This is an optimization exercise on Yosys and OpenROAD, whose aim is small area, a short achievable clock period and few clock cycles per item, not a production implementation. Function was checked by simulation only, so behaviour that the tests miss may differ from the original.

==> design/flow/design.v <==
`timescale 1ns / 1ps
module Shift_Reg #(parameter MSB = 8) (
  input       clk,
  input  wire din,
  output wire dout
);
reg [MSB-1:0] state;
always @(posedge clk) begin
  state <= {state[MSB-2 : 0], din};
end
assign dout = state[MSB-1];
endmodule
module Zeta (
  input             clka,
  input      [6:0]  addra,
  output reg [15:0] douta
);
always @(posedge clka)
  case (addra)
    7'd0: douta <= 16'd2285;
    7'd1: douta <= 16'd2571;
    7'd2: douta <= 16'd2970;
    7'd3: douta <= 16'd1812;
    7'd4: douta <= 16'd1493;
    7'd5: douta <= 16'd1422;
    7'd6: douta <= 16'd287;
    7'd7: douta <= 16'd202;
    7'd8: douta <= 16'd3158;
    7'd9: douta <= 16'd622;
    7'd10: douta <= 16'd1577;
    7'd11: douta <= 16'd182;
    7'd12: douta <= 16'd962;
    7'd13: douta <= 16'd2127;
    7'd14: douta <= 16'd1855;
    7'd15: douta <= 16'd1468;
    7'd16: douta <= 16'd573;
    7'd17: douta <= 16'd2004;
    7'd18: douta <= 16'd264;
    7'd19: douta <= 16'd383;
    7'd20: douta <= 16'd2500;
    7'd21: douta <= 16'd1458;
    7'd22: douta <= 16'd1727;
    7'd23: douta <= 16'd3199;
    7'd24: douta <= 16'd2648;
    7'd25: douta <= 16'd1017;
    7'd26: douta <= 16'd732;
    7'd27: douta <= 16'd608;
    7'd28: douta <= 16'd1787;
    7'd29: douta <= 16'd411;
    7'd30: douta <= 16'd3124;
    7'd31: douta <= 16'd1758;
    7'd32: douta <= 16'd1223;
    7'd33: douta <= 16'd652;
    7'd34: douta <= 16'd2777;
    7'd35: douta <= 16'd1015;
    7'd36: douta <= 16'd2036;
    7'd37: douta <= 16'd1491;
    7'd38: douta <= 16'd3047;
    7'd39: douta <= 16'd1785;
    7'd40: douta <= 16'd516;
    7'd41: douta <= 16'd3321;
    7'd42: douta <= 16'd3009;
    7'd43: douta <= 16'd2663;
    7'd44: douta <= 16'd1711;
    7'd45: douta <= 16'd2167;
    7'd46: douta <= 16'd126;
    7'd47: douta <= 16'd1469;
    7'd48: douta <= 16'd2476;
    7'd49: douta <= 16'd3239;
    7'd50: douta <= 16'd3058;
    7'd51: douta <= 16'd830;
    7'd52: douta <= 16'd107;
    7'd53: douta <= 16'd1908;
    7'd54: douta <= 16'd3082;
    7'd55: douta <= 16'd2378;
    7'd56: douta <= 16'd2931;
    7'd57: douta <= 16'd961;
    7'd58: douta <= 16'd1821;
    7'd59: douta <= 16'd2604;
    7'd60: douta <= 16'd448;
    7'd61: douta <= 16'd2264;
    7'd62: douta <= 16'd677;
    7'd63: douta <= 16'd2054;
    7'd64: douta <= 16'd2226;
    7'd65: douta <= 16'd430;
    7'd66: douta <= 16'd555;
    7'd67: douta <= 16'd843;
    7'd68: douta <= 16'd2078;
    7'd69: douta <= 16'd871;
    7'd70: douta <= 16'd1550;
    7'd71: douta <= 16'd105;
    7'd72: douta <= 16'd422;
    7'd73: douta <= 16'd587;
    7'd74: douta <= 16'd177;
    7'd75: douta <= 16'd3094;
    7'd76: douta <= 16'd3038;
    7'd77: douta <= 16'd2869;
    7'd78: douta <= 16'd1574;
    7'd79: douta <= 16'd1653;
    7'd80: douta <= 16'd3083;
    7'd81: douta <= 16'd778;
    7'd82: douta <= 16'd1159;
    7'd83: douta <= 16'd3182;
    7'd84: douta <= 16'd2552;
    7'd85: douta <= 16'd1483;
    7'd86: douta <= 16'd2727;
    7'd87: douta <= 16'd1119;
    7'd88: douta <= 16'd1739;
    7'd89: douta <= 16'd644;
    7'd90: douta <= 16'd2457;
    7'd91: douta <= 16'd349;
    7'd92: douta <= 16'd418;
    7'd93: douta <= 16'd329;
    7'd94: douta <= 16'd3173;
    7'd95: douta <= 16'd3254;
    7'd96: douta <= 16'd817;
    7'd97: douta <= 16'd1097;
    7'd98: douta <= 16'd603;
    7'd99: douta <= 16'd610;
    7'd100: douta <= 16'd1322;
    7'd101: douta <= 16'd2044;
    7'd102: douta <= 16'd1864;
    7'd103: douta <= 16'd384;
    7'd104: douta <= 16'd2114;
    7'd105: douta <= 16'd3193;
    7'd106: douta <= 16'd1218;
    7'd107: douta <= 16'd1994;
    7'd108: douta <= 16'd2455;
    7'd109: douta <= 16'd220;
    7'd110: douta <= 16'd2142;
    7'd111: douta <= 16'd1670;
    7'd112: douta <= 16'd2144;
    7'd113: douta <= 16'd1799;
    7'd114: douta <= 16'd2051;
    7'd115: douta <= 16'd794;
    7'd116: douta <= 16'd1819;
    7'd117: douta <= 16'd2475;
    7'd118: douta <= 16'd2459;
    7'd119: douta <= 16'd478;
    7'd120: douta <= 16'd3221;
    7'd121: douta <= 16'd3021;
    7'd122: douta <= 16'd996;
    7'd123: douta <= 16'd991;
    7'd124: douta <= 16'd958;
    7'd125: douta <= 16'd1869;
    7'd126: douta <= 16'd1522;
    7'd127: douta <= 16'd1628;
    default: douta <= 16'd0;
  endcase
endmodule
`timescale 1ns / 1ps
module Montgomery_Reduce #(
  parameter MontgomeryR_QINV = 62209,
  parameter KYBER_Q = 3329)
(
  input                 clk,
  input                 ce,
  input   signed [31:0] iCoeffs_a,
  output  reg    [15:0] oCoeffs,
  output  wire          reduce_done
);
localparam K = 4;
reg signed [31:0] a;
reg signed [31:0] t;
reg signed [15:0] u;
wire signed [31:0] fifo_out;
reg [K-1:0] state;
assign reduce_done = state[K-1];
always @(posedge clk)
  state <= {state[K-2:0], ce};
always @(posedge clk) begin
  a <= iCoeffs_a;
  u <= a * $signed(MontgomeryR_QINV);
  t <= u * $signed(KYBER_Q);
  oCoeffs <= $signed(fifo_out - t) >>> 16;
end
Shift_Reg #(.MSB(K-1)) FIFO[31:0] (
  .clk(clk),
  .din(iCoeffs_a),
  .dout(fifo_out)
);
endmodule
`timescale 1ns / 1ps
module NTT #(
  parameter KYBER_K = 2,
  parameter KYBER_N = 256,
  parameter KYBER_Q = 3329,
  parameter COEFF_SZ = 16
)(
	input clk,		
	input reset_n,
	input enable,
  input [COEFF_SZ-1 : 0] Coef_RData,
  output reg  [7 : 0] Coef_RAd,
  output reg  [0 : 0] Coef_WEN,
  output reg  [7 : 0] Coef_WAd,
  output reg  [COEFF_SZ-1 : 0] Coef_WData,
  output reg Poly_NTT_done
);
localparam LOG2_N = $clog2(KYBER_N);
reg [9:0] index;
reg   [7:0] stage;
reg   [8:0] start;
reg   [7:0] j, k;
reg         update, pass, P0_reduce_enable;
wire        P0_reduce_done;
wire  [7:0] len, j_plus_len;
wire [COEFF_SZ-1:0] zeta_k;
wire [COEFF_SZ-1:0] Montgomery_oCoeffs;
reg        [COEFF_SZ-1:0] A_j;  
reg signed [      32-1:0] a;
reg [2:0] cstate, nstate;
localparam [2:0] IDLE      = 3'd0;
localparam [2:0] COMPUTE_R = 3'd1;
localparam [2:0] REDUCE    = 3'd2;
localparam [2:0] COMPUTE_W = 3'd3;
localparam [2:0] WAIT      = 3'd4;
assign len = 128 >> stage;
assign j_plus_len = len + j;
always @(posedge clk)
  if (!reset_n) cstate <= IDLE;
  else          cstate <= nstate;
always @(cstate, enable, stage, update, P0_reduce_done, pass) begin
  case (cstate)
    IDLE:       if (enable)             nstate = COMPUTE_R;
                else                    nstate = IDLE;
    COMPUTE_R:  if (stage == LOG2_N-1)  nstate = IDLE;
                else if (update)        nstate = WAIT;
                else                    nstate = COMPUTE_R;
    WAIT:                               nstate = REDUCE;
    REDUCE:     if (P0_reduce_done)     nstate = COMPUTE_W;
                else                    nstate = REDUCE;
    COMPUTE_W:                          nstate = COMPUTE_R;
    default:                            nstate = IDLE;
  endcase
end
always @(posedge clk, negedge reset_n) begin
  if (!reset_n) begin
    Coef_WEN  <= 0;
    stage     <= 0;
    start     <= 0;
    j         <= 0;
    k         <= 1;
    index     <= 0;
    update    <= 0;
    pass      <= 0;
    P0_reduce_enable <= 0;
    Poly_NTT_done <= 0;
    Coef_RAd  <= 0;
  end else begin
    case ({cstate,nstate})
      {IDLE,IDLE}: Poly_NTT_done <= 0;
      {IDLE,COMPUTE_R}: begin
        Poly_NTT_done <= 0;
        stage <= 0;
        start <= 0;
        j     <= 0;
        k     <= 1;
        index <= 0;
      end
      {COMPUTE_R,COMPUTE_R}: begin
        Coef_WEN    <= 0;
        if (start < KYBER_N) begin
          if (j < start + len) begin
            update   <= 1;
            Coef_RAd <= j_plus_len;
          end else begin
            k     <= k + 1;
            start <= j + len;
            j     <= j + len;
          end
        end else begin
          stage <= stage + 1;
          start <= 0;
          j     <= 0;
        end
      end
      {COMPUTE_R,WAIT}: begin
        update  <= 0; 
      end
      {WAIT,REDUCE}: begin
        update            <= 0;
        P0_reduce_enable  <= 1;
        a                 <= $signed(Coef_RData) * $signed(zeta_k);
      end
      {REDUCE,REDUCE}: begin
        P0_reduce_enable  <= 0;
        Coef_RAd          <= j;
        A_j               <= Coef_RData;
      end
      {REDUCE,COMPUTE_W}: begin
        Coef_RAd    <= Coef_RAd;  
        Coef_WEN    <= 1;
        Coef_WAd    <= j_plus_len;
        Coef_WData  <= A_j - Montgomery_oCoeffs;
      end
      {COMPUTE_W,COMPUTE_R}: begin
        Coef_WAd    <= j;
        Coef_WData  <= A_j + Montgomery_oCoeffs;
        index       <= index + 1;
        j           <= j + 1;        
      end
      {COMPUTE_R,IDLE}: begin
        Coef_WEN      <= 0;        
        Poly_NTT_done <= 1;
      end
      default: ;
    endcase
  end
end
Zeta M0(
.clka(clk),
.addra(k[6:0]),
.douta(zeta_k)
);    
Montgomery_Reduce P0 (
.clk(clk),
.ce(P0_reduce_enable),
.iCoeffs_a(a),
.oCoeffs(Montgomery_oCoeffs),
.reduce_done(P0_reduce_done)
);
endmodule
==> design/flow/run.sh <==
#!/bin/bash
# synth_recipe.tcl (not shown) runs the flow's synth.tcl, then flattens the netlist and writes it again
# the make line also repeats each setting of config.mk as NAME=value (left out here)
make -C /OpenROAD-flow-scripts/flow DESIGN_CONFIG=/design/flow/config.mk WORK_HOME=/design/flow/orfs CLKGATE_MAP_FILE= SYNTH_SCRIPT=/design/flow/synth_recipe.tcl finish
==> design/flow/config.mk <==
export PLATFORM = sky130hd
export DESIGN_NAME = NTT
export DESIGN_NICKNAME = NTT
export VERILOG_FILES = /design/flow/design.v
export SDC_FILE = /design/flow/constraint.sdc
export NUM_CORES = 8
export LEC_CHECK = 0
export CAP_MARGIN = 20
export CORE_MARGIN = 2
export CORE_UTILIZATION = 40
export PLACE_DENSITY = 0.6
export SLEW_MARGIN = 20
==> design/flow/constraint.sdc <==
create_clock -name core_clock -period 8.0 [get_ports {clk}]
set_input_delay 1.6000 -clock core_clock [delete_from_list [all_inputs] [get_ports {clk}]]
set_output_delay 1.6000 -clock core_clock [all_outputs]
set_load 0.01 [all_outputs]
==> flow_metrics.tcl <==
set metrics [dict create \
    outcome "finished clean" \
    wl_per_cell_um 17.22 \
    cts_resized 0 \
    hold_path_depth 0 \
    synth-seq-cells 268 \
    synth_mux_area_frac 0.01268 \
    drive_above_1_share 0.05392 \
    final_nets 3156 \
    synth_xor_area_frac 0.04126 \
    diodes 0 \
    synth_top_family_by_area "adder cells" \
    cts_max_level 1 \
    avgViaCountPerCell 5.244 \
    whs_ns 0.3159 \
    wl_met3_um 2908 \
    tightest_slew_ns 1.042 \
    reg2reg_depth 19 \
    synthTopCellsByArea "fa_1 19%, ha_1 15%, dfxtp_1 13%" \
    grt_overflow_total 0 \
    worstPathArrival_ns 7.88 \
    vias 17959 \
    synth-adder-area-share 0.3383 \
    synth_edf_count 72 \
    synthTopCellsByCount "450 x inv_1, 279 x ha_1, 242 x nand2_1" \
    initial_core_util 0.4057 \
    route.met2.wl_um 27210 \
    synth_top_area_share 0.1928 \
    crit_top_cell "fa_1" \
    synth.net_count 3125 \
    drt-initial-drc-count 1385 \
    yosys.area_share.simple 0.1253 \
    slew_headroom 0.2961 \
    grtUsageTotal 0.1920 \
    seq_area_frac_synth 0.2629 \
    start_kind "input pin" \
    drt-met1-wl_um 27530 \
    ios 53 \
    grt_max_degree 77 \
    yosysMostFrequentCell "inv_1" \
    die_h_um 248.9 \
    die_area_sq_um 61940 \
    multiInputGateArea_sq_um 15590 \
    fin_worst_skew_ns 0.02776 \
    slowest_delay_ns 0.75 \
    clkTransAtPathRegs_ns 0.06 \
    area_delta_synth_final_pct 10.26 \
    cp-end-kind "flip-flop" \
    drcViolationCount 0 \
    grt_setup_unrepaired "false" \
    synth_compound_area_frac 0.1320 \
    tns_ns 0 \
    cts_buffers 31 \
    die_w_um 248.9 \
    cts_setup_buffers 0 \
    antenna_found_initial 0 \
    synthArstFlopShare 0.1642 \
    hp-class "flip-flop to flip-flop" \
    place_hpwl_um 45890 \
    ys_warn_count 4 \
    synth.avg_cell_area_sq_um 9.240 \
    postCtsHoldBufs 0 \
    num_rows 89 \
    drt-total-wl_um 59000 \
    grt_pass1_vias 18770 \
    grt_pass1_wl_um 97510 \
    fmax_mhz 132.6 \
    final.setup.worst_slack_ns 0.4589 \
    pre_cts_ws_ns -0.1189 \
    clk_latency_ns 0.60 \
    fin_crit_sh 0.9426 \
    crit_slowest_cell "clkdlybuf4s50_1" \
    fillers 5671 \
    dr.max_layer_used "met4" \
    netlist_instances 2596 \
    yosys.area.top_type "fa_1" \
    yosys_most_used_dff "dfxtp_1" \
    r2r_slack_ns 1.54 \
    min_period_ns 7.541 \
    seqCellArea_sq_um 6311 \
    critPathKind "input pin to flip-flop" \
    finalHoldViolations 0 \
    clk_path_buf_depth 3 \
    cts-root-buf "clkbuf_16" \
    cts_tree "done" \
    maxCapViolations 0 \
    crit_chain "clkdlybuf4s50_1 > and2_1 > fa_1 > inv_1 > fa_1 > inv_1 > fa_1 > fa_1 > fa_1 > inv_1 > fa_1 > inv_1 > ha_1 > a21o_1 > a211oi_1 > nor2_1 > a2111oi_4 > o2111ai_1 > a31o_2 > a21oi_2 > xnor2_1" \
    numClockSinks 268 \
    crit_required_ns 8.34 \
    worstPathMaxFanout 11 \
    ys_types 85 \
    setup_viol 0 \
    synth_area_sq_um 23990 \
    route.antenna.remaining_nets 0 \
    coreArea_sq_um 59130 \
    dr.pass1.iters 5 \
    numPortBuffers 52 \
    gp_congestion 0.9466 \
    slew_violations 0 \
]
routing by layer:
layer / global-route usage / up-vias
li1: - / 8570
met3: 0.01964 / 95
met5: 0 / -
met4: 0.05160 / 0
met2: 0.3189 / 471
met1: 0.2671 / 8823
placed cells by master, fill, tap and decap left out, types with 44 or more instances in the layout:
cell type        netlist  layout
inv_1                450     450
ha_1                 279     279
nand2_1              242     242
fa_1                 231     231
a21oi_1              153     153
dfxtp_1              152     152
o21ai_0              128     128
nor2_1               122     122
and2_1               110     110
edfxtp_1              72      72
xnor2_1               72      72
clkdlybuf4s50_1        0      51
buf_4                  2      44
path summary, 6_finish.rpt:
kind | start | to
max | Coef_RData[8] | a[28]
min | P0.FIFO[8].state[1] | P0.FIFO[8].state[2]
max reg2reg | M0.douta[7] | a[28]
min reg2reg | P0.FIFO[8].state[1] | P0.FIFO[8].state[2]
max in group asynchronous | reset_n | k[2]
min in group asynchronous | reset_n | k[3]
worst max-delay path, delay by kind of cell:
family	cells	cell delay (ns)
AO/OA/AOI/OAI	6	1.40
buffers and inverters	5	0.94
AND/OR/NAND/NOR	2	0.46
adder cells (fa/ha/maj)	7	3.38
XOR/XNOR	1	0.08
metrics by stage:
stage / util / instance area [sq um] / instances
floorplan: - / 23990 / 2596
global route: 0.4473 / 26450 / 3425
detailed placement: 0.4297 / 25410 / 3367
finish: 0.4473 / 26450 / 3425
global placement: 0.4297 / 25410 / 3367
CTS: 0.4473 / 26450 / 3425
final cells by class:
class / instances / share of cell area
clock inverter: 15 / 0.005441
multi-input combinational: 1777 / 0.5893
tap: 773 / 0.03657
sequential: 268 / 0.2386
clock buffer: 43 / 0.03373
timing repair buffer: 96 / 0.03198
inverter: 453 / 0.06429
cell families (layout without fill, tap and decap cells):
logic type	Yosys count	count (layout)
AND/OR/NAND/NOR	630	630
buffers and inverters	551	607
adder cells (fa/ha/maj)	510	510
AO/OA/AOI/OAI	504	504
flip-flops	268	268
XOR/XNOR	113	113
multiplexers	20	20
registers in the layout, indices dropped and copies added, names as in the netlist:
register	flops
M0.douta	12
A_j	16
P0.state	4
P0_reduce_enable	1
a	32
Coef_WEN	1
P0.t	21
P0.u	8
Coef_RAd	8
k	7
P0.oCoeffs	16
Poly_NTT_done	1
stage	8
start	9
update	1
Coef_WData	16
Coef_WAd	8
cstate	3
P0.FIFO.state	88
j	8
Testbench counts, summed over its fixed seeds: cycles 262,400, ntts 32.

==> static timing again, ports no longer ideal <==
No port has a modelled driver above. Below, the same layout with a new extraction and two added sets of constraints.
Step 1 (the two cells are an assumption about what drives the block):
set clk [get_ports {clk}]
set_driving_cell -lib_cell sky130_fd_sc_hd__clkbuf_16 $clk
set_driving_cell -lib_cell sky130_fd_sc_hd__buf_2 [delete_from_list [all_inputs] $clk]
Step 2 also shifts input and output timing later by t, the mid clock arrival at the registers, as if the neighbouring blocks saw the same clock.
Three values: ideal ports, drivers, drivers and shift; two values: the first two.
t, ns: 0.641
setup slack, ns: 0.459 / 0.492 / -0.149
slew at the worst register clock pin (ns): 0.07 / 0.07
worst slew at a driven data input, ns: 0.07
With both steps, setup timing fails in this run, where it was met with ideal ports. For this run, drivers alone change the setup slack by +0.033 ns; drivers and shift together by -0.608 ns.
